From an optimization exercise on the open Yosys and OpenROAD flow, aimed at small area; shortcuts taken in it are not production practice. RTL that was checked went through simulation tests only; none was proved equivalent to the original. Only the layout flow was run in run 5; the RTL was not checked for function there. Power figures rest on the tool's default switching activity, not on a simulated workload. The flow treats the clock pin as an ideal source, which a real chip does not have.

File: design/flow/flow/run.sh
#!/bin/bash
# The standard layout (standard.sh), run unchanged for synthesis; for the
# later steps: plain buf_1 cells as port buffers, a clock tree without dummy
# loads, and a smaller set of buffer cells for the resizer.
set -euo pipefail
bash standard.sh synth > flow_synth.log 2>&1
DU="sky130_fd_sc_hd__probe_p_8 sky130_fd_sc_hd__probec_p_8 sky130_fd_sc_hd__lpflow_bleeder_1 sky130_fd_sc_hd__lpflow_clkbufkapwr_1 sky130_fd_sc_hd__lpflow_clkbufkapwr_16 sky130_fd_sc_hd__lpflow_clkbufkapwr_2 sky130_fd_sc_hd__lpflow_clkbufkapwr_4 sky130_fd_sc_hd__lpflow_clkbufkapwr_8 sky130_fd_sc_hd__lpflow_clkinvkapwr_1 sky130_fd_sc_hd__lpflow_clkinvkapwr_16 sky130_fd_sc_hd__lpflow_clkinvkapwr_2 sky130_fd_sc_hd__lpflow_clkinvkapwr_4 sky130_fd_sc_hd__lpflow_clkinvkapwr_8 sky130_fd_sc_hd__lpflow_decapkapwr_12 sky130_fd_sc_hd__lpflow_decapkapwr_3 sky130_fd_sc_hd__lpflow_decapkapwr_4 sky130_fd_sc_hd__lpflow_decapkapwr_6 sky130_fd_sc_hd__lpflow_decapkapwr_8 sky130_fd_sc_hd__lpflow_inputiso0n_1 sky130_fd_sc_hd__lpflow_inputiso0p_1 sky130_fd_sc_hd__lpflow_inputiso1n_1 sky130_fd_sc_hd__lpflow_inputiso1p_1 sky130_fd_sc_hd__lpflow_inputisolatch_1 sky130_fd_sc_hd__lpflow_isobufsrc_1 sky130_fd_sc_hd__lpflow_isobufsrc_16 sky130_fd_sc_hd__lpflow_isobufsrc_2 sky130_fd_sc_hd__lpflow_isobufsrc_4 sky130_fd_sc_hd__lpflow_isobufsrc_8 sky130_fd_sc_hd__lpflow_isobufsrckapwr_16 sky130_fd_sc_hd__lpflow_lsbuf_lh_hl_isowell_tap_1 sky130_fd_sc_hd__lpflow_lsbuf_lh_hl_isowell_tap_2 sky130_fd_sc_hd__lpflow_lsbuf_lh_hl_isowell_tap_4 sky130_fd_sc_hd__lpflow_lsbuf_lh_isowell_4 sky130_fd_sc_hd__lpflow_lsbuf_lh_isowell_tap_1 sky130_fd_sc_hd__lpflow_lsbuf_lh_isowell_tap_2 sky130_fd_sc_hd__lpflow_lsbuf_lh_isowell_tap_4 sky130_fd_sc_hd__buf_6 sky130_fd_sc_hd__buf_8 sky130_fd_sc_hd__buf_12 sky130_fd_sc_hd__buf_16 sky130_fd_sc_hd__bufbuf_16 sky130_fd_sc_hd__bufbuf_8 sky130_fd_sc_hd__bufinv_16 sky130_fd_sc_hd__bufinv_8 sky130_fd_sc_hd__clkdlybuf4s15_1 sky130_fd_sc_hd__clkdlybuf4s15_2 sky130_fd_sc_hd__clkdlybuf4s18_1 sky130_fd_sc_hd__clkdlybuf4s18_2 sky130_fd_sc_hd__clkdlybuf4s25_1 sky130_fd_sc_hd__clkdlybuf4s25_2 sky130_fd_sc_hd__clkdlybuf4s50_1 sky130_fd_sc_hd__clkdlybuf4s50_2 sky130_fd_sc_hd__dlygate4sd1_1 sky130_fd_sc_hd__dlygate4sd2_1 sky130_fd_sc_hd__dlygate4sd3_1 sky130_fd_sc_hd__dlymetal6s2s_1 sky130_fd_sc_hd__dlymetal6s4s_1 sky130_fd_sc_hd__dlymetal6s6s_1 sky130_fd_sc_hd__clkbuf_8 sky130_fd_sc_hd__clkbuf_2 sky130_fd_sc_hd__clkbuf_1"
bash standard.sh \
  "BUFFER_PORTS_ARGS=-buffer_cell sky130_fd_sc_hd__buf_1" \
  "CTS_ARGS=-sink_clustering_enable -repair_clock_nets -dont_use_dummy_load -sink_clustering_size 32 -sink_clustering_max_diameter 100 -buf_list {sky130_fd_sc_hd__clkbuf_4 sky130_fd_sc_hd__clkbuf_16}" \
  "DONT_USE_CELLS=$DU" \
  finish > flow_make.log 2>&1
File: design/flow/standard.sh
#!/bin/bash
# synth_recipe.tcl (not shown) runs the flow's synth.tcl, then flattens the netlist and writes it again
# the make line also repeats each setting of config.mk as NAME=value (left out here)
make -C /OpenROAD-flow-scripts/flow DESIGN_CONFIG=/design/flow/config.mk WORK_HOME=/design/flow/orfs CLKGATE_MAP_FILE= SYNTH_SCRIPT=/design/flow/synth_recipe.tcl "${@:-finish}"
File: design/flow/design.v
`timescale 1ns / 1ps
module rb_oai22(input logic a1, a2, b1, b2, output logic y);
	assign y = ~((a1 | a2) & (b1 | b2));
endmodule
module rb_nor8(input logic [7:0] a, output logic y);
	assign y = ~|a;
endmodule
module rb_rdbit(input logic [15:0] n, input logic [15:0] d, output logic y);
	logic [7:0] p;
	genvar k;
	generate
		for (k = 0; k < 8; k++) begin : g_p
			rb_oai22 u (.a1(n[2*k]), .a2(d[2*k]), .b1(n[2*k+1]), .b2(d[2*k+1]), .y(p[k]));
		end
	endgenerate
	rb_nor8 u_y (.a(p), .y(y));
endmodule
module RegisterBank(clk,writeEnabled,regAddress1,regAddress2,writeAddress,writeData,pc,dataOut1,dataOut2);
	input logic clk;
	input writeEnabled;
	input logic [3:0] regAddress1;
	input logic [3:0] regAddress2;
	input logic [3:0] writeAddress;
	input logic [31:0] writeData;
	input logic [31:0] pc;
	output logic [31:0] dataOut1;
	output logic [31:0] dataOut2;
	logic [31:0] regs [14:0];
	always_ff @(posedge clk)
		for (int i = 0; i < 15; i++)
			if (writeEnabled && writeAddress == i)
				regs[i] <= writeData;
	logic [15:0] n1, n2;
	always_comb
		for (int i = 0; i < 16; i++) begin
			n1[i] = regAddress1 != i;
			n2[i] = regAddress2 != i;
		end
	genvar b;
	generate
		for (b = 0; b < 32; b++) begin : g_bit
			logic [15:0] d;
			for (genvar i = 0; i < 15; i++) begin : g_d
				assign d[i] = regs[i][b];
			end
			assign d[15] = pc[b];
			rb_rdbit u_r1 (.n(n1), .d(d), .y(dataOut1[b]));
			rb_rdbit u_r2 (.n(n2), .d(d), .y(dataOut2[b]));
		end
	endgenerate
endmodule
File: design/flow/config.mk
export PLATFORM = sky130hd
export DESIGN_NAME = RegisterBank
export DESIGN_NICKNAME = RegisterBank
export VERILOG_FILES = /design/flow/design.v
export SDC_FILE = /design/flow/constraint.sdc
export NUM_CORES = 4
export LEC_CHECK = 0
export CAP_MARGIN = 0
export CORE_MARGIN = 2
export CORE_UTILIZATION = 40
export SLEW_MARGIN = 0
export SYNTH_HIERARCHICAL = 1
File: design/flow/constraint.sdc
create_clock -name core_clock -period 5.0 [get_ports {clk}]
set_input_delay 1.0000 -clock core_clock [delete_from_list [all_inputs] [get_ports {clk}]]
set_output_delay 1.0000 -clock core_clock [all_outputs]
set_load 0.01 [all_outputs]
==> summary.txt, run 1 <==
outcome - complete, no violations
number of inserted diodes - 0
share of the synthesized area in the top cell type - 75.3%
endpoints failing setup - 0
first-pass GRT wire length - 94600 um
Clk Tree Root Cell - clkbuf_16
max FFs per register - 480
Max-Slew Margin vs Limit - 19.5%
Pwr per Cell Area - 325 mW/mm^2
cts hold-fix bufs - 0
aggregate negative setup slack - 0 ns
placed cell count - 2089
Critical Path End - dataOut1[21]
TritonRoute pass-1 iters - 5
wire per inst - 31.7 um
Worst-path clk slew - 0.12 ns
Pins Over Slew Limit - 0
via count of the routed design - 14696
vias in the first global route - 14006
postcts setup bufs - 0
I/O Pins - 142
Die Wd - 223 um
worst setup path start - regAddress1[3]
leakage power - 6.60 nW
CP max stage delay - 0.60 ns
Final min period - 4.46 ns
detailed placement HPWL - 41700 um
area grow syn2layout - 12.5%
worst slew pin tran - 1.21 ns
Worst Setup End Kind - output port
IR drop worst, VDD - 0.000189 V
post-route ant nets - 0
H-tree lvl count - 1
count of state elements after synthesis - 480
CTS Sinks - 480
most used cell, CP - buf_1
CP startpoint kind - primary input
# DRC - 0
vias per cell - 6.97
row count - 80
top flop regs - regs (480)
fillers - 4265
Syn Inst Count - 1250
Starting DRT DRC Count - 2206
FMAX - 0.224 GHz
largest net degree at the start of global routing - 33
Longest Clk Path Bufs - 3
Global Route Usage Sum - 26.2%
Synth area leader - edfxtp_1
CTS tree - yes
clock buffer count from CTS - 19
fin crit share - 89.2%
Largest Register - regs
CP max stage cell - nand2_1
Max FO, Critical Path - 13
Finished Layout Cells - 2108
Cell Area, Synth - 0.0191 mm^2
Setup WS pre-CTS - 0.639 ns
syn avg cell area - 15.3 um^2
Final #Nets - 1573
Total Power - 7.00 mW
Final Routed Wirelength - 66900 um
yosys warns - 8
WP data required - 4.00 ns
PostCTS Resize Cnt - 0
Worst EP arrival - 3.46 ns
register area share after synthesis - 75.3%
Max-Cap Viols - 0
die area - 0.0496 mm^2
critical path cell sequence - buf_1 > nor2b_1 > nand2_1 > buf_4 > o22ai_1 > or4_1 > nor2_1 > buf_1
antenna violations before repair - 5
Hold Fails Final Rpt - 0
Mapped Nets - 1328
Setup CP Type - in2out
routability cong. - 0.855
HP Class - in2reg
core area - 0.0474 mm^2
Setup WS post-layout - 0.538 ns
RSZ-0062 raised after global routing - false
chip height - 223 um
Initial Util - 40.3%
top cells by area, synth - edfxtp_1 75%, o22ai_1 17%, or4_1 5.0%, nor2_1 1.5%, nand2_1 0.37%
share of cells above drive strength 1 - 7.57%
# port buffers - 141
count of cell types in the netlist - 13
total gr overflow - 0
## report_power, final
group | internal, mW | switching, mW
Combinational | 0.172 | 0.425
Sequential | 4.51 | 0.0355
Clock | 0.693 | 1.16
## metal layers
layer  track usage, %  wire length, um  up-vias
met1             39.4            27200     7354
met5                0               64        -
met4             7.34             1960       10
li1                 -                -     6059
met3             5.14             8650      144
met2             38.9            28900     1129
## layout by cell type (no fill, tap or decap), types with 11 or more instances in the layout
cell type / netlist / routed
buf_1: 0 / 154
nand2_1: 19 / 19
edfxtp_1: 480 / 480
or4_1: 128 / 128
nor2_1: 79 / 68
buf_2: 0 / 37
nor2_4: 0 / 11
clkbuf_16: 0 / 19
buf_4: 0 / 33
o22ai_1: 512 / 512
## per-module statistics from Yosys, one instance, submodules excluded, excerpt
module / cells inside / times used / flops+latches
RegisterBank: 546 / 1 / 480
rb_oai22: 1 / 512 / 0
rb_nor8: 3 / 64 / 0
## how the worst min path moves through the flow
stage	start	depth (start not counted)	to	slack, ns
finish	writeData[20]	1	regs[5][20]$_DFFE_PP_	0.92
global route	writeData[20]	1	regs[3][20]$_DFFE_PP_	0.93
CTS	writeData[20]	1	regs[3][20]$_DFFE_PP_	0.90
detailed placement	writeData[20]	1	regs[3][20]$_DFFE_PP_	1.49
global placement	writeData[20]	1	regs[9][20]$_DFFE_PP_	1.48
floorplan	writeData[0]	0	regs[0][0]$_DFFE_PP_	1.10
## layout make-up
type | instances | area, um^2 | area share, %
Clock buffer | 19 | 475 | 2.21
Sequential cell | 480 | 14400 | 66.9
Multi-Input combinational cell | 770 | 4870 | 22.6
Tap cell | 615 | 769 | 3.57
Timing Repair Buffer | 224 | 1010 | 4.69
## worst max-delay path: cells and delay by family
family	cells	cell delay [ns]
simple gates	4	1.53
buf+inv	3	0.80
compound gates	1	0.11
## Yosys cell counts, drive strengths merged
library cell / n
o22ai: 512
edfxtp: 480
or4: 128
nor2: 79
nand2: 19
nand3: 13
nor2b: 8
nor3: 4
nand2b: 2
nand3b: 2
nand4: 2
or3b: 1
## logic make-up (layout without fill, tap and decap cells)
group	count (synthesis)	in the layout	synth area share [%]
AO/OA/AOI/OAI	512	512	16.7
buffers and inverters	0	243	0
AND/OR/NAND/NOR	258	258	7.94
flip-flops	480	480	75.3
## stage by stage
step                      area [um^2]  util (%)  hold WS (ns)
final                           21500      45.4         0.918
after CTS                       21500      45.4         0.903
after global placement          21100      44.4          1.48
after global routing            21500      45.4         0.934
after floorplan                 19100         -          1.10
after detailed placement        21100      44.4          1.49
==> run 2: changes to the inputs <==
==> design/flow/flow/run.sh (replaced) <==
#!/bin/bash
# The standard layout (standard.sh), run unchanged for synthesis; for the
# later steps: plain buf_1 cells as port buffers, a clock tree without dummy
# loads, and a smaller set of buffer cells for the resizer.
set -euo pipefail
bash standard.sh synth > flow_synth.log 2>&1
DU="sky130_fd_sc_hd__probe_p_8 sky130_fd_sc_hd__probec_p_8 sky130_fd_sc_hd__lpflow_bleeder_1 sky130_fd_sc_hd__lpflow_clkbufkapwr_1 sky130_fd_sc_hd__lpflow_clkbufkapwr_16 sky130_fd_sc_hd__lpflow_clkbufkapwr_2 sky130_fd_sc_hd__lpflow_clkbufkapwr_4 sky130_fd_sc_hd__lpflow_clkbufkapwr_8 sky130_fd_sc_hd__lpflow_clkinvkapwr_1 sky130_fd_sc_hd__lpflow_clkinvkapwr_16 sky130_fd_sc_hd__lpflow_clkinvkapwr_2 sky130_fd_sc_hd__lpflow_clkinvkapwr_4 sky130_fd_sc_hd__lpflow_clkinvkapwr_8 sky130_fd_sc_hd__lpflow_decapkapwr_12 sky130_fd_sc_hd__lpflow_decapkapwr_3 sky130_fd_sc_hd__lpflow_decapkapwr_4 sky130_fd_sc_hd__lpflow_decapkapwr_6 sky130_fd_sc_hd__lpflow_decapkapwr_8 sky130_fd_sc_hd__lpflow_inputiso0n_1 sky130_fd_sc_hd__lpflow_inputiso0p_1 sky130_fd_sc_hd__lpflow_inputiso1n_1 sky130_fd_sc_hd__lpflow_inputiso1p_1 sky130_fd_sc_hd__lpflow_inputisolatch_1 sky130_fd_sc_hd__lpflow_isobufsrc_1 sky130_fd_sc_hd__lpflow_isobufsrc_16 sky130_fd_sc_hd__lpflow_isobufsrc_2 sky130_fd_sc_hd__lpflow_isobufsrc_4 sky130_fd_sc_hd__lpflow_isobufsrc_8 sky130_fd_sc_hd__lpflow_isobufsrckapwr_16 sky130_fd_sc_hd__lpflow_lsbuf_lh_hl_isowell_tap_1 sky130_fd_sc_hd__lpflow_lsbuf_lh_hl_isowell_tap_2 sky130_fd_sc_hd__lpflow_lsbuf_lh_hl_isowell_tap_4 sky130_fd_sc_hd__lpflow_lsbuf_lh_isowell_4 sky130_fd_sc_hd__lpflow_lsbuf_lh_isowell_tap_1 sky130_fd_sc_hd__lpflow_lsbuf_lh_isowell_tap_2 sky130_fd_sc_hd__lpflow_lsbuf_lh_isowell_tap_4 sky130_fd_sc_hd__buf_6 sky130_fd_sc_hd__buf_8 sky130_fd_sc_hd__buf_12 sky130_fd_sc_hd__buf_16 sky130_fd_sc_hd__bufbuf_16 sky130_fd_sc_hd__bufbuf_8 sky130_fd_sc_hd__bufinv_16 sky130_fd_sc_hd__bufinv_8 sky130_fd_sc_hd__clkdlybuf4s15_1 sky130_fd_sc_hd__clkdlybuf4s15_2 sky130_fd_sc_hd__clkdlybuf4s18_1 sky130_fd_sc_hd__clkdlybuf4s18_2 sky130_fd_sc_hd__clkdlybuf4s25_1 sky130_fd_sc_hd__clkdlybuf4s25_2 sky130_fd_sc_hd__clkdlybuf4s50_1 sky130_fd_sc_hd__clkdlybuf4s50_2 sky130_fd_sc_hd__dlygate4sd1_1 sky130_fd_sc_hd__dlygate4sd2_1 sky130_fd_sc_hd__dlygate4sd3_1 sky130_fd_sc_hd__dlymetal6s2s_1 sky130_fd_sc_hd__dlymetal6s4s_1 sky130_fd_sc_hd__dlymetal6s6s_1 sky130_fd_sc_hd__clkbuf_8 sky130_fd_sc_hd__clkbuf_4 sky130_fd_sc_hd__clkbuf_2 sky130_fd_sc_hd__clkbuf_1"
bash standard.sh \
  "BUFFER_PORTS_ARGS=-buffer_cell sky130_fd_sc_hd__buf_1" \
  "CTS_ARGS=-sink_clustering_enable -repair_clock_nets -dont_use_dummy_load -sink_clustering_size 30 -sink_clustering_max_diameter 100 -buf_list sky130_fd_sc_hd__clkbuf_16" \
  "DONT_USE_CELLS=$DU" \
  finish > flow_make.log 2>&1
--- a/design/flow/config.mk
+++ b/design/flow/config.mk
@@ -9,3 +9,3 @@
 export CORE_MARGIN = 2
-export CORE_UTILIZATION = 40
+export CORE_UTILIZATION = 60
 export SLEW_MARGIN = 0
==> run 2 against run 1 <==
Compared with the run above:
- core utilization is 22 points higher
- first-iteration DRC count increased by 16%
- worst setup slack got worse by 0.13 ns
- largest cell class unchanged
- total power fell by 0.80%
- clock power decreased by 2%
- final area is 1.2% lower
- clock-buffer cell count did not move
- global-route usage rose by 11 points
- die area down 33%
- critical path type unchanged
- critical path depth unchanged
==> summary.txt, run 2 <==
count of state elements after synthesis - 480 (unchanged)
Post-synth EDFFs - 480 (unchanged)
core area - 0.0315 mm^2 (-34%)
top flop regs - regs (480)
endpoints failing setup - 0 (unchanged)
most frequent cells in the layout - 512 x o22ai_1, 480 x edfxtp_1, 150 x buf_1, 128 x or4_1, 68 x nor2_1
FMAX - 0.218 GHz (-2.8%)
area grow syn2layout - 11.1%
HP Class - in2reg
# port buffers - 141 (unchanged)
# DRC - 0 (unchanged)
I/O Pins - 142 (unchanged)
die area - 0.0333 mm^2 (-33%)
top cells by area, synth - edfxtp_1 75%, o22ai_1 17%, or4_1 5.0%, nor2_1 1.5%, nand2_1 0.37%
Clock Power Share - 26.2% (-0.3 points)
commonest non-fill, non-tap cell in the layout - o22ai_1
CTS Sinks - 480 (unchanged)
Final #Nets - 1565 (-0.51%)
RSZ-0062 raised after global routing - false
Net Sw Power - 1.57 mW (-3.3%)
Pins Over Slew Limit - 0 (unchanged)
chip height - 183 um (-18%)
fin crit share - 91.8% (+2.6 points)
Pwr per Cell Area - 326 mW/mm^2 (+0.44%)
Hold Fails Final Rpt - 0 (unchanged)
cell with the most instances after synthesis - o22ai_1
share of the synthesized area in the top cell type - 75.3% (unchanged)
Finished Layout Cells - 1888 (-10%)
max FFs per register - 480 (unchanged)
H-tree lvl count - 1 (unchanged)
Cell Area, Synth - 0.0191 mm^2 (unchanged)
Initial Util - 60.8% (+20 points)
vias in the first global route - 13826 (-1.3%)
Comb pwr share - 8.3% (-0.2 points)
outcome - complete, no violations
row count - 65 (-19%)
Post-synth top cells - 512 x o22ai_1, 480 x edfxtp_1, 128 x or4_1
Clk Tree Root Cell - clkbuf_16
Die Wd - 183 um (-18%)
cts hold-fix bufs - 0 (unchanged)
ys async rst share - 0% (unchanged)
CP startpoint kind - primary input
Largest Register - regs
post-route ant nets - 0 (unchanged)
ys flop type - edfxtp_1
syn avg cell area - 15.3 um^2 (unchanged)
CTS tree - yes
placed cell count - 1868 (-11%)
sequential share of power - 65.5% (+0.6 points)
Switching Share - 22.6% (-0.59 points)
Max-Cap Viols - 0 (unchanged)
Pint - 5.37 mW (about the same)
routability cong. - 0.882 (+3.1%)
total gr overflow - 0 (unchanged)
worst slew pin tran - 1.16 ns (-0.0475 ns)
Global Route Usage Sum - 37.3% (+11 points)
vias per cell - 7.79 (+12%)
detailed placement HPWL - 38100 um (-8.6%)
Worst Setup End Kind - output port
antenna violations before repair - 0 (-5)
Final Routed Wirelength - 63100 um (-5.6%)
yosys warns - 8 (unchanged)
via count of the routed design - 14707 (+0.075%)
register area share after synthesis - 75.3% (unchanged)
Starting DRT DRC Count - 2551 (+16%)
aggregate negative setup slack - 0 ns (unchanged)
Longest Clk Path Bufs - 3 (unchanged)
leakage power - 6.60 nW (about the same)
Max FO, Critical Path - 13 (unchanged)
clock buffer count from CTS - 19 (unchanged)
Setup CP Type - in2out
count of cell types in the netlist - 13 (unchanged)
wire per inst - 33.4 um (+5.4%)
share of cells above drive strength 1 - 7.61% (+0.041 points)
Synth area leader - edfxtp_1
Mapped Nets - 1328 (unchanged)
Worst-path clk slew - 0.11 ns (about the same)
postcts setup bufs - 0 (unchanged)
Worst EP arrival - 3.59 ns (+0.13 ns)
first-pass GRT wire length - 89400 um (-5.6%)
Syn Inst Count - 1250 (unchanged)
PostCTS Resize Cnt - 0 (unchanged)
TritonRoute pass-1 iters - 6 (+1)
IR drop worst, VDD - 0.000294 V (+55%)
Total Power - 6.94 mW (-0.80%)
largest net degree at the start of global routing - 33 (unchanged)
Final min period - 4.59 ns (+0.130 ns)
fillers - 2257 (-47%)
Max-Slew Margin vs Limit - 22.7% (+3.2 points)
WP data required - 4.00 ns (about the same)
run 2: cell counts after synthesis:
No cell type changed its count.
run 2: cells by family after synthesis:
kind of cell / after synthesis / share of synthesized area (%)
DFF: 480 / 75.3
AOI/OAI and AO/OA: 512 / 16.7
and+or+nand+nor: 258 / 7.94
run 2: per-module statistics from Yosys, one instance, submodules excluded, excerpt:
module,flip-flops and latches,times used
rb_oai22,0,512
RegisterBank,480,1
rb_nor8,0,64
run 2: stage by stage:
| step | utilization [%] | setup slack, ns | hold slack [ns] | area, um^2 |
|---|---|---|---|---|
| floorplan | - | 1.12 | 1.10 | 19100 |
| global placement | 66.1 | 0.674 | 1.48 | 20800 |
| detailed placement | 66.1 | 0.586 | 1.49 | 20800 |
| CTS | 67.6 | 0.576 | 0.905 | 21300 |
| global route | 67.6 | 0.378 | 0.941 | 21300 |
| finish | 67.6 | 0.408 | 0.915 | 21300 |
run 2: area by class of cell:
type / instances / area [um^2] / area share [%]
antenna: 1 / 2.50 / 0.0118
clock buffer: 19 / 475 / 2.24
multi-input combinational: 770 / 4890 / 23.0
sequential: 480 / 14400 / 67.8
tap: 402 / 503 / 2.36
timing repair buffer: 216 / 988 / 4.65
run 2: power groups by stage:
stage | clock network (mW) | logic [mW] | registers [mW]
after global routing | 1.94 | 0.608 | 4.55
after CTS | 1.82 | 0.560 | 4.54
after global placement | 0 | 0.552 | 4.63
after detailed placement | 0 | 0.558 | 4.64
after floorplan | 0 | 0.269 | 4.63
final | 1.82 | 0.577 | 4.54
run 2: final timing paths:
| kind | startpoint | to | slack, ns | cells past startpoint |
|---|---|---|---|---|
| hold / removal | writeData[17] | regs[6][17]$_DFFE_PP_ | 0.92 | 1 |
| setup / recovery | regAddress2[1] | dataOut2[16] | 0.41 | 8 |
run 2: critical path, cell delays in order:
cell and delay, ns:
buf_1 0.28, nor2_1 0.17, nand3_2 0.31, buf_1 0.79
o22ai_1 0.14, or4_1 0.54, nor2_1 0.15, buf_1 0.17
run 2: layer usage:
layer	wire [um]	GRT usage (%)	vias up
met1	23900	55.3	7133
met4	1550	9.97	0
met5	0	0	-
met3	9930	10.6	159
met2	27700	55.2	1356
li1	-	-	6059
==> run 3: changes to the inputs <==
--- a/design/flow/config.mk
+++ b/design/flow/config.mk
@@ -9,3 +9,4 @@
 export CORE_MARGIN = 2
-export CORE_UTILIZATION = 60
+export CORE_UTILIZATION = 55
+export PLACE_DENSITY = 0.85
 export SLEW_MARGIN = 0
==> run 3 against run 2 <==
Compared with the run above:
- non-clock buffer count shrank 3
- routed wire length decreased by 3.7%
- highest routed layer unchanged
- via count increased by 2.8%
- global-route usage decreased by 4.5 points
- clock-buffer cell count is the same
- first-iteration DRC count up 9.8%
- fmax up 6.0%
- die area increased by 8.9%
==> summary.txt, run 3 <==
syn avg cell area - 15.3 um^2 (unchanged)
CP max stage cell - or4_1
post-route ant nets - 0 (unchanged)
Cell Area, Placed - 0.0208 mm^2 (-0.11%)
Longest Clk Path Bufs - 3 (unchanged)
placed cell count - 1918 (+2.7%)
Worst Setup End Kind - output port
# port buffers - 141 (unchanged)
post-route cell area - 0.0212 mm^2 (-0.12%)
CP startpoint kind - primary input
CTS tree - yes
worst hold stages - 1 (unchanged)
# DRC - 0 (unchanged)
chip height - 191 um (+4.4%)
FMAX - 0.231 GHz (+6.0%)
Initial Util - 55.7% (-5.1 points)
routability cong. - 0.941 (+6.7%)
Die Wd - 191 um (+4.4%)
vias per cell - 7.80 (+0.15%)
CTS Sinks - 480 (unchanged)
via count of the routed design - 15112 (+2.8%)
Mapped Nets - 1328 (unchanged)
top flop regs - regs (480)
Final #Nets - 1562 (-0.19%)
ys async rst share - 0% (unchanged)
Setup WS pre-CTS - 0.814 ns (+0.228 ns)
Setup WS post-layout - 0.668 ns (+0.260 ns)
core area - 0.0344 mm^2 (+9.2%)
Worst-path clk slew - 0.11 ns (about the same)
Finished Layout Cells - 1937 (+2.6%)
die area - 0.0363 mm^2 (+8.9%)
Synth area leader - edfxtp_1
number of inserted diodes - 0 (-1)
most frequent cells in the layout - 512 x o22ai_1, 480 x edfxtp_1, 145 x buf_1, 128 x or4_1, 68 x nor2_1
Pins Over Slew Limit - 0 (unchanged)
row count - 68 (+4.6%)
aggregate negative setup slack - 0 ns (unchanged)
Pwr per Cell Area - 327 mW/mm^2 (about the same)
H-tree lvl count - 1 (unchanged)
TritonRoute pass-1 iters - 9 (+3)
max FFs per register - 480 (unchanged)
PostCTS Resize Cnt - 0 (unchanged)
antenna violations before repair - 0 (unchanged)
Starting DRT DRC Count - 2802 (+9.8%)
WP data required - 4.00 ns (about the same)
cts hold-fix bufs - 0 (unchanged)
outcome - complete, no violations
CP max stage delay - 0.56 ns (-0.23 ns)
Syn Inst Count - 1250 (unchanged)
Max FO, Critical Path - 10 (-3)
Largest Register - regs
Cell Area, Synth - 0.0191 mm^2 (unchanged)
top cells by area, synth - edfxtp_1 75%, o22ai_1 17%, or4_1 5.0%, nor2_1 1.5%, nand2_1 0.37%
first-pass GRT wire length - 88600 um (-0.90%)
endpoints failing setup - 0 (unchanged)
Post-synth EDFFs - 480 (unchanged)
clock buffer count from CTS - 19 (unchanged)
detailed placement HPWL - 37200 um (-2.4%)
postcts setup bufs - 0 (unchanged)
Util after Layout - 61.8% (-5.8 points)
register area share after synthesis - 75.3% (unchanged)
commonest non-fill, non-tap cell in the layout - o22ai_1
share of the synthesized area in the top cell type - 75.3% (unchanged)
Post-synth top cells - 512 x o22ai_1, 480 x edfxtp_1, 128 x or4_1
hold_sp - writeData[26]
IR drop worst, VDD - 0.000233 V (-21%)
critical path cell sequence - buf_1 > nor2_1 > nand2_1 > buf_2 > o22ai_1 > or4_1 > nor2_1 > buf_1
Worst EP arrival - 3.33 ns (-0.26 ns)
Global Route Usage Sum - 32.8% (-4.5 points)
cell with the most instances after synthesis - o22ai_1
Total Power - 6.94 mW (about the same)
Final Routed Wirelength - 60800 um (-3.7%)
yosys warns - 8 (unchanged)
Hold Fails Final Rpt - 0 (unchanged)
worst slew pin tran - 1.14 ns (-0.0220 ns)
RSZ-0062 raised after global routing - false
Max-Cap Viols - 0 (unchanged)
Final min period - 4.33 ns (-0.260 ns)
Worst Hold Endpoint - regs[8][26]$_DFFE_PP_
total gr overflow - 0 (unchanged)
wire per inst - 31.4 um (-6.2%)
HP Class - in2reg
WHS - 0.901 ns (-0.0143 ns)
count of state elements after synthesis - 480 (unchanged)
Setup CP Type - in2out
fin crit share - 86.6% (-5.2 points)
count of cell types in the netlist - 13 (unchanged)
area grow syn2layout - 11.0%
leakage power - 6.58 nW (-0.31%)
Max-Slew Margin vs Limit - 23.9% (+1.2 points)
vias in the first global route - 14914 (+7.9%)
ys flop type - edfxtp_1
I/O Pins - 142 (unchanged)
largest net degree at the start of global routing - 33 (unchanged)
Clk Tree Root Cell - clkbuf_16
share of cells above drive strength 1 - 6.95% (-0.66 points)
==> run 3: worst max-delay path by stage <==
| stage | from | to | slack, ns | depth (start not counted) |
|---|---|---|---|---|
| 2_1_floorplan | writeAddress[3] | regs[4][0]$_DFFE_PP_ | 1.12 | 2 |
| 3_3_place_gp | regAddress1[3] | dataOut1[31] | 0.82 | 8 |
| 3_5_place_dp | regAddress1[3] | dataOut1[7] | 0.81 | 8 |
| 4_1_cts | regAddress2[3] | dataOut2[15] | 0.79 | 8 |
| 5_1_grt | regAddress2[3] | dataOut2[6] | 0.59 | 8 |
| 6_report | regAddress2[0] | dataOut2[6] | 0.67 | 8 |
==> run 3: cell type report <==
class	count	area, um^2
Sequential cell	480	14400
Fill cell	2482	13100
Multi-Input combinational cell	770	4830
Timing Repair Buffer	213	960
Tap cell	455	569
Clock buffer	19	475
==> run 3: power breakdown <==
part           internal, mW  leakage (nW)  switching [mW]
Clock                 0.690         0.234            1.12
Sequential             4.51          4.34          0.0406
Combinational         0.171          2.01           0.405
==> run 3: Yosys stat by module (local to each module, per instance), excerpt <==
module        flip-flops and latches  copies in the design  area (um^2)
RegisterBank                     480                     1        14700
rb_nor8                            0                    64         18.8
rb_oai22                           0                   512         6.26
==> run 3: cells by family (layout without fill, tap and decap cells) <==
group	Yosys count	in the layout	share of synthesized area (%)
flops	480	480	75.3
simple gates	258	258	7.94
compound gates	512	512	16.7
buf+inv	0	232	0
==> run 3: layer usage <==
metal	vias to the layer above	track usage (%)	wire length, um
met5	-	0	0
li1	6046	-	-
met3	359	8.06	9270
met1	7050	42.9	20100
met4	0	13.3	3160
met2	1657	53.2	28200
==> run 3: critical path: cells and delay by family <==
kind,cells,cell delay (ns)
AND/OR/NAND/NOR,4,1.41
buffers and inverters,3,0.79
AO/OA/AOI/OAI,1,0.12
==> run 4: changes to the inputs <==
--- a/design/flow/config.mk
+++ b/design/flow/config.mk
@@ -9,4 +9,3 @@
 export CORE_MARGIN = 2
-export CORE_UTILIZATION = 55
-export PLACE_DENSITY = 0.85
+export CORE_UTILIZATION = 40
 export SLEW_MARGIN = 0
==> run 4 against run 3 <==
Compared with the run above:
- still clean
- total power rose by 0.41%
- worst hold slack improved by 0.015 ns
- synthesized cell count is the same
- critical path type unchanged
==> summary.txt, run 4 <==
syn avg cell area - 15.3 um^2 (unchanged)
Largest Register - regs
die area - 0.0496 mm^2 (+37%)
postcts setup bufs - 0 (unchanged)
met3 wire length - 9300 um (+0.29%)
Final #Nets - 1555 (-0.45%)
Net Sw Power - 1.60 mW (+1.8%)
chip height - 223 um (+17%)
Syn Inst Count - 1250 (unchanged)
Die Wd - 223 um (+17%)
register area share after synthesis - 75.3% (unchanged)
via count of the routed design - 14666 (-3.0%)
total gr overflow - 0 (unchanged)
Clock Power Share - 26.2% (about the same)
fillers - 4266 (+72%)
Max Used Layer - met5
number of inserted diodes - 0 (unchanged)
Global Route Usage Sum - 26.0% (-6.8 points)
leakage power - 6.56 nW (-0.26%)
commonest non-fill, non-tap cell in the layout - o22ai_1
largest net degree at the start of global routing - 33 (unchanged)
Clk Tree Root Cell - clkbuf_16
# DRC - 0 (unchanged)
Max-Slew Margin vs Limit - 25.0% (+1.1 points)
Comb pwr share - 8.6% (+0.3 points)
Pins Over Slew Limit - 0 (unchanged)
Initial Util - 40.3% (-15 points)
first-pass GRT wire length - 93700 um (+5.8%)
wire per inst - 31.9 um (+1.6%)
Max-Cap Viols - 0 (unchanged)
vias in the first global route - 13952 (-6.5%)
most frequent cells in the layout - 512 x o22ai_1, 480 x edfxtp_1, 154 x buf_1, 128 x or4_1, 68 x nor2_1
HP Class - in2reg
Util after Layout - 45.3% (-17 points)
fin crit share - 91.5% (+4.9 points)
sequential share of power - 65.2% (-0.4 points)
core area - 0.0474 mm^2 (+38%)
row count - 80 (+18%)
Cell Area, Synth - 0.0191 mm^2 (unchanged)
antenna violations before repair - 3 (+3)
DR WL met2 - 28400 um (+0.46%)
post-route cell area - 0.0215 mm^2 (+1.1%)
outcome - complete, no violations
endpoints failing setup - 0 (unchanged)
top cells by area, synth - edfxtp_1 75%, o22ai_1 17%, or4_1 5.0%, nor2_1 1.5%, nand2_1 0.37%
Worst Setup End Kind - output port
vias per cell - 7.02 (-10%)
count of cell types in the netlist - 13 (unchanged)
cts hold-fix bufs - 0 (unchanged)
Final Routed Wirelength - 66600 um (+9.7%)
Worst-path clk slew - 0.11 ns (about the same)
Pint - 5.37 mW (about the same)
area grow syn2layout - 12.2%
CP startpoint kind - primary input
Max FO, Critical Path - 32 (+22)
Synth area leader - edfxtp_1
WHS - 0.916 ns (+0.0153 ns)
TritonRoute pass-1 iters - 5 (-4)
Post-synth EDFFs - 480 (unchanged)
clock buffer count from CTS - 19 (unchanged)
Mapped Nets - 1328 (unchanged)
max FFs per register - 480 (unchanged)
Post-synth top cells - 512 x o22ai_1, 480 x edfxtp_1, 128 x or4_1
detailed placement HPWL - 37500 um (+0.70%)
aggregate negative setup slack - 0 ns (unchanged)
count of state elements after synthesis - 480 (unchanged)
Setup WS post-layout - 0.423 ns (-0.245 ns)
Worst EP arrival - 3.58 ns (+0.25 ns)
ys flop type - edfxtp_1
FMAX - 0.218 GHz (-5.4%)
# port buffers - 141 (unchanged)
I/O Pins - 142 (unchanged)
WP data required - 4.00 ns (about the same)
CTS Sinks - 480 (unchanged)
Final min period - 4.58 ns (+0.245 ns)
PostCTS Resize Cnt - 0 (unchanged)
share of cells above drive strength 1 - 6.44% (-0.51 points)
Starting DRT DRC Count - 2398 (-14%)
Switching Share - 22.9% (+0.31 points)
IR drop worst, VDD - 0.000211 V (-9.5%)
share of the synthesized area in the top cell type - 75.3% (unchanged)
RSZ-0062 raised after global routing - false
ys async rst share - 0% (unchanged)
CTS tree - yes
cell with the most instances after synthesis - o22ai_1
routability cong. - 0.819 (-13%)
Cell Area, Placed - 0.0210 mm^2 (+1.1%)
Setup CP Type - in2out
Setup WS pre-CTS - 0.628 ns (-0.186 ns)
worst slew pin tran - 1.12 ns (-0.0127 ns)
H-tree lvl count - 1 (unchanged)
Longest Clk Path Bufs - 3 (unchanged)
top flop regs - regs (480)
post-route ant nets - 0 (unchanged)
yosys warns - 8 (unchanged)
Pwr per Cell Area - 324 mW/mm^2 (-0.63%)
Hold Fails Final Rpt - 0 (unchanged)
met1 wire length - 26700 um (+33%)
==> run 4: cell count changes in the layout (fill, tap and decap cells not counted), sizes merged <==
| cell | delta |
|---|---|
| buf | -7 |
==> run 4: cell families (layout without fill, tap and decap cells) <==
kind of cell,count (synthesis),in the layout,share of synthesized area (%)
flops,480,480,75.3
buf+inv,0,225,0
compound gates,512,512,16.7
simple gates,258,258,7.94
==> run 4: per-module statistics from Yosys (local to each module, per instance), a selection <==
module / copies in the design / cell area, um^2 / cells inside
RegisterBank: 1 / 14700 / 546
rb_nor8: 64 / 18.8 / 3
rb_oai22: 512 / 6.26 / 1
==> run 4: layer usage <==
metal,track usage (%),up-vias
li1,-,6034
met1,38.4,7307
met2,38.0,1150
met3,6.35,169
met4,8.08,6
met5,0,-
==> run 4: critical path, stage by stage <==
cell and delay (ns):
buf_1 0.27, nor2b_1 0.16, nand3_2 0.11, buf_2 0.86, o22ai_1 0.14, or4_1 0.51
nor2_1 0.30, buf_1 0.20
==> run 4: area by class of cell <==
cell class	instances	area, um^2	area share, %
timing repair buffer	206	943	4.39
tap	615	769	3.58
sequential	480	14400	67.1
clock buffer	19	475	2.21
multi-input combinational	770	4870	22.7
==> run 4: final timing paths <==
kind / end / cells after the start / slack [ns] / start
worst max-delay path: dataOut2[30] / 8 / 0.42 / regAddress2[3]
worst min-delay path: regs[5][7]$_DFFE_PP_ / 1 / 0.92 / writeData[7]
==> run 4: power groups by stage <==
stage | Sequential, mW | Clock [mW] | Combinational, mW
floorplan | 4.63 | 0 | 0.269
global placement | 4.63 | 0 | 0.578
detailed placement | 4.63 | 0 | 0.583
CTS | 4.54 | 1.83 | 0.585
global route | 4.55 | 1.98 | 0.632
finish | 4.54 | 1.83 | 0.596
==> run 4: through the flow <==
step                instances  total power [mW]
floorplan                1250              4.90
global placement         2071              5.21
detailed placement       2071              5.22
CTS                      2090              6.96
global route             2090              7.16
finish                   2090              6.97
==> run 5: changes to the inputs <==
--- a/design/flow/design.v
+++ b/design/flow/design.v
@@ -17,2 +17,23 @@
 endmodule
+module rb_nand2(input logic a, b, output logic y);
+	assign y = ~(a & b);
+endmodule
+module rb_rdec(input logic [3:0] a, output logic [15:0] n);
+	logic [3:0] lo, hi;
+	genvar i;
+	generate
+		for (i = 0; i < 4; i++) begin : g_pre
+			assign lo[i] = a[1:0] == i;
+			assign hi[i] = a[3:2] == i;
+		end
+		for (i = 0; i < 16; i++) begin : g_n
+			rb_nand2 u (.a(lo[i % 4]), .b(hi[i / 4]), .y(n[i]));
+		end
+	endgenerate
+endmodule
+module rb_wdec(input logic we, input logic [3:0] a, output logic [14:0] e);
+	always_comb
+		for (int i = 0; i < 15; i++)
+			e[i] = we && a == i;
+endmodule
 module RegisterBank(clk,writeEnabled,regAddress1,regAddress2,writeAddress,writeData,pc,dataOut1,dataOut2);
@@ -28,12 +49,11 @@
 	logic [31:0] regs [14:0];
+	logic [14:0] wen;
+	rb_wdec u_wdec (.we(writeEnabled), .a(writeAddress), .e(wen));
 	always_ff @(posedge clk)
 		for (int i = 0; i < 15; i++)
-			if (writeEnabled && writeAddress == i)
+			if (wen[i])
 				regs[i] <= writeData;
 	logic [15:0] n1, n2;
-	always_comb
-		for (int i = 0; i < 16; i++) begin
-			n1[i] = regAddress1 != i;
-			n2[i] = regAddress2 != i;
-		end
+	rb_rdec u_rdec1 (.a(regAddress1), .n(n1));
+	rb_rdec u_rdec2 (.a(regAddress2), .n(n2));
 	genvar b;
==> run 5 against run 4 <==
Compared with the run above:
- synthesized area up 0.14%
- cell count increased by 1.2%
- fmax is 4.3% higher
- synthesized cell count grew 0.32%
- sequential power hardly changed
- non-clock buffer count increased by 21
- final area increased by 0.40%
- largest cell class unchanged
==> summary.txt, run 5 <==
outcome - complete, no violations
endpoints failing setup - 0 (unchanged)
leakage power - 6.64 nW (+1.2%)
Hold Fails Final Rpt - 0 (unchanged)
Setup WS pre-CTS - 0.736 ns (+0.107 ns)
core area - 0.0475 mm^2 (+0.21%)
postcts setup bufs - 0 (unchanged)
register area share after synthesis - 75.2% (-0.11 points)
CTS tree - yes
Longest Clk Path Bufs - 3 (unchanged)
ys async rst share - 0% (unchanged)
IR drop worst, VDD - 0.000265 V (+26%)
via count of the routed design - 14547 (-0.81%)
first-pass GRT wire length - 92700 um (-1.1%)
top flop regs - regs (480)
vias in the first global route - 13851 (-0.72%)
max FFs per register - 480 (unchanged)
Starting DRT DRC Count - 1965 (-18%)
Max FO, Critical Path - 14 (-56%)
Global Route Usage Sum - 25.6% (-0.38 points)
total gr overflow - 0 (unchanged)
syn avg cell area - 15.3 um^2 (-0.18%)
largest net degree at the start of global routing - 33 (unchanged)
count of cell types in the netlist - 13 (unchanged)
Worst Hold Endpoint - regs[11][17]$_DFFE_PP_
worst slew pin tran - 1.15 ns (+0.0215 ns)
Final min period - 4.39 ns (-0.187 ns)
Die Wd - 223 um (about the same)
Cell Area, Synth - 0.0192 mm^2 (+0.14%)
hold_sp - writeData[17]
vias per cell - 6.87 (-2.0%)
row count - 80 (unchanged)
Post-synth EDFFs - 480 (unchanged)
# port buffers - 141 (unchanged)
die area - 0.0497 mm^2 (+0.14%)
worst hold stages - 1 (unchanged)
TritonRoute pass-1 iters - 5 (unchanged)
antenna violations before repair - 3 (unchanged)
Max-Cap Viols - 0 (unchanged)
most used cell, CP - buf_1
commonest non-fill, non-tap cell in the layout - o22ai_1
top cells by area, synth - edfxtp_1 75%, o22ai_1 17%, or4_1 5.0%, nor2_1 1.5%, nand2_1 0.65%
aggregate negative setup slack - 0 ns (unchanged)
Worst EP arrival - 3.39 ns (-0.19 ns)
FMAX - 0.228 GHz (+4.3%)
ys flop type - edfxtp_1
RSZ-0062 raised after global routing - false
H-tree lvl count - 1 (unchanged)
Synth area leader - edfxtp_1
chip height - 223 um (about the same)
CP max stage delay - 0.55 ns (-0.31 ns)
Pwr per Cell Area - 326 mW/mm^2 (+0.34%)
Setup CP Type - in2out
Syn Inst Count - 1254 (+0.32%)
number of inserted diodes - 0 (unchanged)
Largest Register - regs
Max-Slew Margin vs Limit - 23.6% (-1.4 points)
Clk Tree Root Cell - clkbuf_16
most frequent cells in the layout - 512 x o22ai_1, 480 x edfxtp_1, 158 x buf_1, 128 x or4_1, 68 x nor2_1
routability cong. - 0.833 (+1.8%)
WP buf/inv - 3 (unchanged)
Critical Path Stages - 8 (unchanged)
Worst-path clk slew - 0.11 ns (about the same)
PostCTS Resize Cnt - 0 (unchanged)
detailed placement HPWL - 40500 um (+7.9%)
yosys warns - 9 (+1)
fin crit share - 87.8% (-3.7 points)
Largest delay share family, worst path - simple AND/OR/NAND/NOR gates
WP data required - 4.00 ns (about the same)
share of the synthesized area in the top cell type - 75.2% (-0.11 points)
cts hold-fix bufs - 0 (unchanged)
Worst Setup End Kind - output port
Mapped Nets - 1332 (+0.30%)
CTS Sinks - 480 (unchanged)
count of state elements after synthesis - 480 (unchanged)
Util after Layout - 45.3% (+0.084 points)
# DRC - 0 (unchanged)
Final #Nets - 1581 (+1.7%)
fillers - 4150 (-2.7%)
Initial Util - 40.3% (about the same)
Final Routed Wirelength - 65600 um (-1.5%)
post-route ant nets - 0 (unchanged)
share of cells above drive strength 1 - 7.73% (+1.3 points)
I/O Pins - 142 (unchanged)
area grow syn2layout - 12.5%
Post-synth top cells - 512 x o22ai_1, 480 x edfxtp_1, 128 x or4_1
HP Class - in2reg
CP startpoint kind - primary input
clock buffer count from CTS - 20 (+1)
Pins Over Slew Limit - 0 (unchanged)
Total Power - 7.02 mW (+0.74%)
critical path cell sequence - buf_1 > and2_2 > nand2_1 > buf_2 > o22ai_1 > or4_1 > nor2_1 > buf_1
wire per inst - 31.0 um (-2.7%)
CP max stage cell - or4_1
Setup WS post-layout - 0.610 ns (+0.187 ns)
cell with the most instances after synthesis - o22ai_1
-- run 5: cell families after synthesis --
| kind of cell | synth area share, % |
|---|---|
| compound gates | 16.7 |
| flops | 75.2 |
| simple gates | 8.08 |
-- run 5: worst max-delay path by stage --
stage,start,end
6_report,regAddress2[0],dataOut2[6]
2_1_floorplan,writeAddress[3],regs[4][0]$_DFFE_PP_
3_3_place_gp,regAddress2[0],dataOut2[25]
3_5_place_dp,regAddress1[0],dataOut1[1]
4_1_cts,regAddress1[0],dataOut1[1]
5_1_grt,regAddress2[0],dataOut2[6]
-- run 5: metal layers --
layer | vias up | GRT usage, % | wire (um)
li1 | 6066 | - | -
met1 | 7251 | 37.1 | 26500
met2 | 1067 | 38.9 | 28900
met3 | 157 | 6.18 | 8270
met4 | 6 | 6.99 | 1880
met5 | - | 0 | 33
-- run 5: stage by stage --
stage / instance area, um^2 / hold slack [ns] / std cells
after floorplan: 19200 / 1.10 / 1254
final: 21600 / 0.889 / 2116
after global placement: 21100 / 1.48 / 2096
after CTS: 21600 / 0.880 / 2116
after global routing: 21600 / 0.909 / 2116
after detailed placement: 21100 / 1.49 / 2096
-- run 5: modules after synthesis (local to each module, per instance), excerpt --
module	copies in the design	cells inside	cell area [um^2]
rb_wdec	1	22	111
rb_nor8	64	3	18.8
rb_rdec	2	8	57.6
RegisterBank	1	480	14400
rb_oai22	512	1	6.26
rb_nand2	32	1	3.75
-- run 5: area by class of cell --
type	count	area [um^2]	area share [%]
clock buffers	20	500	2.32
flip-flops and latches	480	14400	66.9
multi-input cells	774	4850	22.5
repair buffers	227	1020	4.71
well taps	615	769	3.57
-- run 5: report_power, final --
part	internal, mW	switching (mW)	leakage, nW
Sequential	4.51	0.0360	4.34
Combinational	0.173	0.417	2.06
Clock	0.724	1.16	0.246

-- what the ideal ports hide --
In the flow no input, the clock included, has a driving cell. The finished layouts below were timed again as built, in two steps. Step 1, drivers: a clkbuf_16 drives clk and a buf_2 each remaining input, both assumed. Step 2, shift: input delay + t, output delay - t, t = (earliest + latest rising clock arrival at the registers) / 2. This alone moves slack from input paths to output paths. Three values: ideal, step 1, step 2; two values: the first two.
| run | t, ns | slack for setup (ns) | worst setup path at the end | latest minus earliest clock arrival (ns) | worst data-port slew with drivers (ns) |
|---|---|---|---|---|---|
| run 1 | 0.591 | 0.538 / 0.454 / 0.454 | input to output | 0.050 / 0.051 | 0.10 |
| run 2 | 0.592 | 0.408 / 0.383 / 0.383 | input to output | 0.030 / 0.030 | 0.07 |
| run 3 | 0.593 | 0.668 / 0.606 / 0.606 | input to output | 0.044 / 0.045 | 0.06 |
| run 4 | 0.591 | 0.423 / 0.396 / 0.396 | input to output | 0.030 / 0.030 | 0.10 |
| run 5 | 0.589 | 0.610 / 0.537 / 0.537 | input to output | 0.098 / 0.097 | 0.09 |
After both steps setup and hold are still met in every run listed. The setup slack of run 1, which loses most, moves by -0.084 ns with the drivers and by -0.084 ns with both steps.
